Context: an optimization exercise on an open-source flow, tuned for small area and a short achievable clock period. The choices shown serve that exercise and are no tape-out recipe. Function was checked by simulation only, so behaviour that the tests miss may differ from the original.

==> ember <==
## tv80s
module tv80s ( 
  m1_n, mreq_n, iorq_n, rd_n, wr_n, rfsh_n, halt_n, busak_n, A, dout, 
  reset_n, clk, wait_n, int_n, nmi_n, busrq_n, di
  );
  parameter Mode = 0;     
  parameter T2Write = 1;  
  parameter IOWait  = 1;  
  input         reset_n; 
  input         clk; 
  input         wait_n; 
  input         int_n; 
  input         nmi_n; 
  input         busrq_n; 
  output        m1_n; 
  output        mreq_n; 
  output        iorq_n; 
  output        rd_n; 
  output        wr_n; 
  output        rfsh_n; 
  output        halt_n; 
  output        busak_n; 
  output [15:0] A;
  input [7:0]   di;
  output [7:0]  dout;
  reg           mreq_n; 
  reg           iorq_n; 
  reg           rd_n; 
  reg           wr_n; 
  wire          cen;
  wire          intcycle_n;
  wire          no_read;
  wire          write;
  wire          iorq;
  reg [7:0]     di_reg;
  wire [6:0]    mcycle;
  wire [6:0]    tstate;
  assign    cen = 1;
  tv80_core #(Mode, IOWait) i_tv80_core
    (
     .cen (cen),
     .m1_n (m1_n),
     .iorq (iorq),
     .no_read (no_read),
     .write (write),
  ...
make LEC_CHECK=0 CAP_MARGIN=20 CORE_MARGIN=2 CORE_UTILIZATION=40 SETUP_SLACK_MARGIN=4.8 SLEW_MARGIN=20 finish   # period 10.5 ns
run.sh (not shown) runs the stock make flow with config.mk's settings and CLKGATE_MAP_FILE= SYNTH_SCRIPT=/design/flow/synth_recipe.tcl, a recipe that flattens the netlist after the stock synthesis.
==> nickel (differences from ember) <==
--- a/flow/design.v
+++ b/flow/design.v
@@ -1486,13 +1486,12 @@
         end
     end
   always @(*)
     begin
       IR_d = IR;
       ISet_d = ISet;
-      if (ClkEn == 1'b1)
         begin
           if (mcycle[0] && (tstate[1] | tstate[2] | tstate[3]))
             begin
               if (tstate[2] && wait_n == 1'b1)
                 begin
                   if (IntCycle == 1'b1 && IStatus == 2'b01)
@@ -1541,13 +1540,12 @@
         end
     end
   always @(*)
     begin
       IR_d1 = IR;
       ISet_d1 = ISet;
-      if (ClkEn == 1'b1)
         begin
           if (mcycle[0] && (tstate[1] | tstate[2] | tstate[3]))
             begin
               if (tstate[2] && 1'b1)
                 begin
                   if (IntCycle == 1'b1 && IStatus == 2'b01)
@@ -1611,14 +1609,13 @@
           ISet <= #1 ISet_d;
           mcycle <= #1 mcycle_d;
           NMICycle <= #1 NMICycle_d;
           IntCycle <= #1 IntCycle_d;
         end
     end
-  always @( BTR_r or DI_Reg or IncDec_16 or JumpE or PC
-	   or RegBusA or RegBusC or SP or tstate)
+  always @(*)
     begin
       if (JumpE == 1'b1 ) 
         begin
           PC16_B = { {8{DI_Reg[7]}}, DI_Reg };
         end 
       else if (BTR_r == 1'b1 ) 
@@ -1634,13 +1631,13 @@
           SP16_A = RegBusC;
           SP16_B = { {8{DI_Reg[7]}}, DI_Reg };
         end
       else
         begin
           SP16_A = SP;
-          if (IncDec_16[3] == 1'b1)
+          if (IncDec_16_qA[3] == 1'b1 || CCUse_qA[2] == 1'b1)
             SP16_B = -1;
           else
             SP16_B = 1;
         end
       ID16_B = IncDec_16[3] ? ~RegBusA : RegBusA;
       for (id_i = 0; id_i < 16; id_i = id_i + 1)
==> flow/flow/run.sh (new file) <==
#!/bin/bash
set -uo pipefail
bash standard.sh MATCH_CELL_FOOTPRINT=0 SETUP_SLACK_MARGIN=5.6 "BUFFER_PORTS_ARGS=-buffer_cell sky130_fd_sc_hd__buf_2" finish > make.log 2>&1
status=$?
tail -20 make.log
exit $status
==> flow/standard.sh (new file) <==
#!/bin/bash
# synth_recipe.tcl (not shown) runs the flow's synth.tcl, then flattens the netlist and writes it again
# the make line also repeats each setting of config.mk as NAME=value (left out here)
make -C /OpenROAD-flow-scripts/flow DESIGN_CONFIG=/design/flow/config.mk WORK_HOME=/design/flow/orfs CLKGATE_MAP_FILE= SYNTH_SCRIPT=/design/flow/synth_recipe.tcl "${@:-finish}"
Settings changed: CTS_CLUSTER_DIAMETER from default to 100, CTS_CLUSTER_SIZE from default to 16, SETUP_SLACK_MARGIN 4.8 to 5.0.
removed: flow/run.sh
==> garnet (differences from ember) <==
--- a/flow/design.v
+++ b/flow/design.v
@@ -287,13 +287,14 @@
   wire           SetDI;
   wire           SetEI;
   wire [1:0]     IMode;
   wire           Halt;
   reg [15:0]     PC16;
   reg [15:0]     PC16_B;
-  reg [15:0]     SP16, SP16_A, SP16_B;
+  reg [15:0]     SP16, SP16_A, SP16_B, XY16;
+  reg [8:0]      XY16_lo;
   reg [15:0]     ID16_B;
   integer        id_i;
   reg            Oldnmi_n;
   wire [2:0] MCycles_nA;
   reg  [2:0] MCycles_qA;
   wire [2:0] TStates_nA;
@@ -963,13 +964,13 @@
                         begin
                           TmpAddr <= #1 { 10'h0, IR[5:3], 3'h0 };
                         end
                     end
                   if (tstate[3] && mcycle[5] ) 
                     begin
-                      TmpAddr <= #1 SP16;
+                      TmpAddr <= #1 XY16;
                     end
                   if ((tstate[2] && wait_n == 1'b1) || (tstate[4] && mcycle[0]) ) 
                     begin
                       if (IncDec_16[2:0] == 3'b111 ) 
                         begin
                           SP <= #1 SP16;
@@ -1486,13 +1487,12 @@
         end
     end
   always @(*)
     begin
       IR_d = IR;
       ISet_d = ISet;
-      if (ClkEn == 1'b1)
         begin
           if (mcycle[0] && (tstate[1] | tstate[2] | tstate[3]))
             begin
               if (tstate[2] && wait_n == 1'b1)
                 begin
                   if (IntCycle == 1'b1 && IStatus == 2'b01)
@@ -1541,13 +1541,12 @@
         end
     end
   always @(*)
     begin
       IR_d1 = IR;
       ISet_d1 = ISet;
-      if (ClkEn == 1'b1)
         begin
           if (mcycle[0] && (tstate[1] | tstate[2] | tstate[3]))
             begin
               if (tstate[2] && 1'b1)
                 begin
                   if (IntCycle == 1'b1 && IStatus == 2'b01)
@@ -1611,14 +1610,13 @@
           ISet <= #1 ISet_d;
           mcycle <= #1 mcycle_d;
           NMICycle <= #1 NMICycle_d;
           IntCycle <= #1 IntCycle_d;
         end
     end
-  always @( BTR_r or DI_Reg or IncDec_16 or JumpE or PC
-	   or RegBusA or RegBusC or SP or tstate)
+  always @(*)
     begin
       if (JumpE == 1'b1 ) 
         begin
           PC16_B = { {8{DI_Reg[7]}}, DI_Reg };
         end 
       else if (BTR_r == 1'b1 ) 
@@ -1626,30 +1624,28 @@
           PC16_B = -2;
         end
       else
         begin
           PC16_B = 1;
         end
-      if (tstate[3])
-        begin
-          SP16_A = RegBusC;
-          SP16_B = { {8{DI_Reg[7]}}, DI_Reg };
-        end
+      SP16_A = SP;
+      if (IncDec_16_qA[3] == 1'b1 || CCUse_qA[2] == 1'b1)
+        SP16_B = -1;
       else
-        begin
-          SP16_A = SP;
-          if (IncDec_16[3] == 1'b1)
-            SP16_B = -1;
-          else
-            SP16_B = 1;
-        end
+        SP16_B = 1;
       ID16_B = IncDec_16[3] ? ~RegBusA : RegBusA;
       for (id_i = 0; id_i < 16; id_i = id_i + 1)
         ID16[id_i] = RegBusA[id_i] ^ ((ID16_B & ((16'h1 << id_i) - 16'h1)) == ((16'h1 << id_i) - 16'h1));
       PC16 = PC + PC16_B;
       SP16 = SP16_A + SP16_B;
+      XY16_lo = { 1'b0, RegBusC[7:0] } + { 1'b0, DI_Reg };
+      case ({ XY16_lo[8], DI_Reg[7] })
+        2'b10 : XY16 = { RegBusC[15:8] + 8'd1, XY16_lo[7:0] };
+        2'b01 : XY16 = { RegBusC[15:8] - 8'd1, XY16_lo[7:0] };
+        default : XY16 = { RegBusC[15:8], XY16_lo[7:0] };
+      endcase
     end  
   always @( IntCycle or NMICycle or mcycle)
     begin
       Auto_Wait = 1'b0;
       if (IntCycle == 1'b1 || NMICycle == 1'b1 ) 
         begin
==> flow/flow/run.sh (new file) <==
#!/bin/bash
set -uo pipefail
bash standard.sh MATCH_CELL_FOOTPRINT=0 SETUP_SLACK_MARGIN=5.6 "BUFFER_PORTS_ARGS=-buffer_cell sky130_fd_sc_hd__buf_2" finish > make.log 2>&1
status=$?
tail -20 make.log
exit $status
==> flow/standard.sh (new file) <==
#!/bin/bash
# synth_recipe.tcl (not shown) runs the flow's synth.tcl, then flattens the netlist and writes it again
# the make line also repeats each setting of config.mk as NAME=value (left out here)
make -C /OpenROAD-flow-scripts/flow DESIGN_CONFIG=/design/flow/config.mk WORK_HOME=/design/flow/orfs CLKGATE_MAP_FILE= SYNTH_SCRIPT=/design/flow/synth_recipe.tcl "${@:-finish}"
Settings changed: SETUP_SLACK_MARGIN 4.8 to 5.0.
removed: flow/run.sh
==> comparison table <==
Initial cell density of the core: garnet 40.3%; nickel 40.4%; ember 40.2%
Hold WS: garnet 474 ps; nickel 428 ps; ember 470 ps
Count of different cell masters after synthesis: garnet 121; nickel 112; ember 110
Crit path max fanout: garnet 7; nickel 2; ember 23
Total GRT Usage: garnet 38.0%; nickel 38.6%; ember 39.8%
Area of all sequential standard cells: garnet 12200 sq um; nickel 12200 sq um; ember 12200 sq um
CTS buffer count: garnet 53; nickel 35; ember 51
Outcome: garnet no timing/DRC/antenna violations; nickel no timing/DRC/antenna violations; ember no timing/DRC/antenna violations
Total nets after synthesis: garnet 4433; nickel 4382; ember 4505
Transition at the pin with the smallest max-transition slack: garnet 1190 ps; nickel 1140 ps; ember 1290 ps

port drivers added, routing unchanged:
The results above use ideal ports. As a check the final layouts listed here were re-extracted and re-timed, cells and wires unchanged. Step 1: set_driving_cell puts a clkbuf_16 on clk and a buf_2 on each other input, an assumption about the parent block. Step 2, shift: input delay + t, output delay - t, t = (earliest + latest rising clock arrival at the registers) / 2. This alone moves slack from input paths to output paths. Three values: no drivers, after step 1, after step 2; two values: the first two.
run	shift t [ns]	setup WS [ns]	hold WS [ns]	pins driven straight from the clock port
ember	0.722	4.686 / 4.730 / 4.008	0.470 / 0.470 / 0.470	1
nickel	0.668	5.389 / 5.389 / 4.929	0.428 / 0.428 / 0.428	1
garnet	0.698	5.313 / 5.313 / 4.763	0.474 / 0.474 / 0.474	1
After both steps setup and hold are still met in every run listed. The setup slack of ember, which loses most, moves by +0.044 ns with the drivers and by -0.678 ns with both steps.
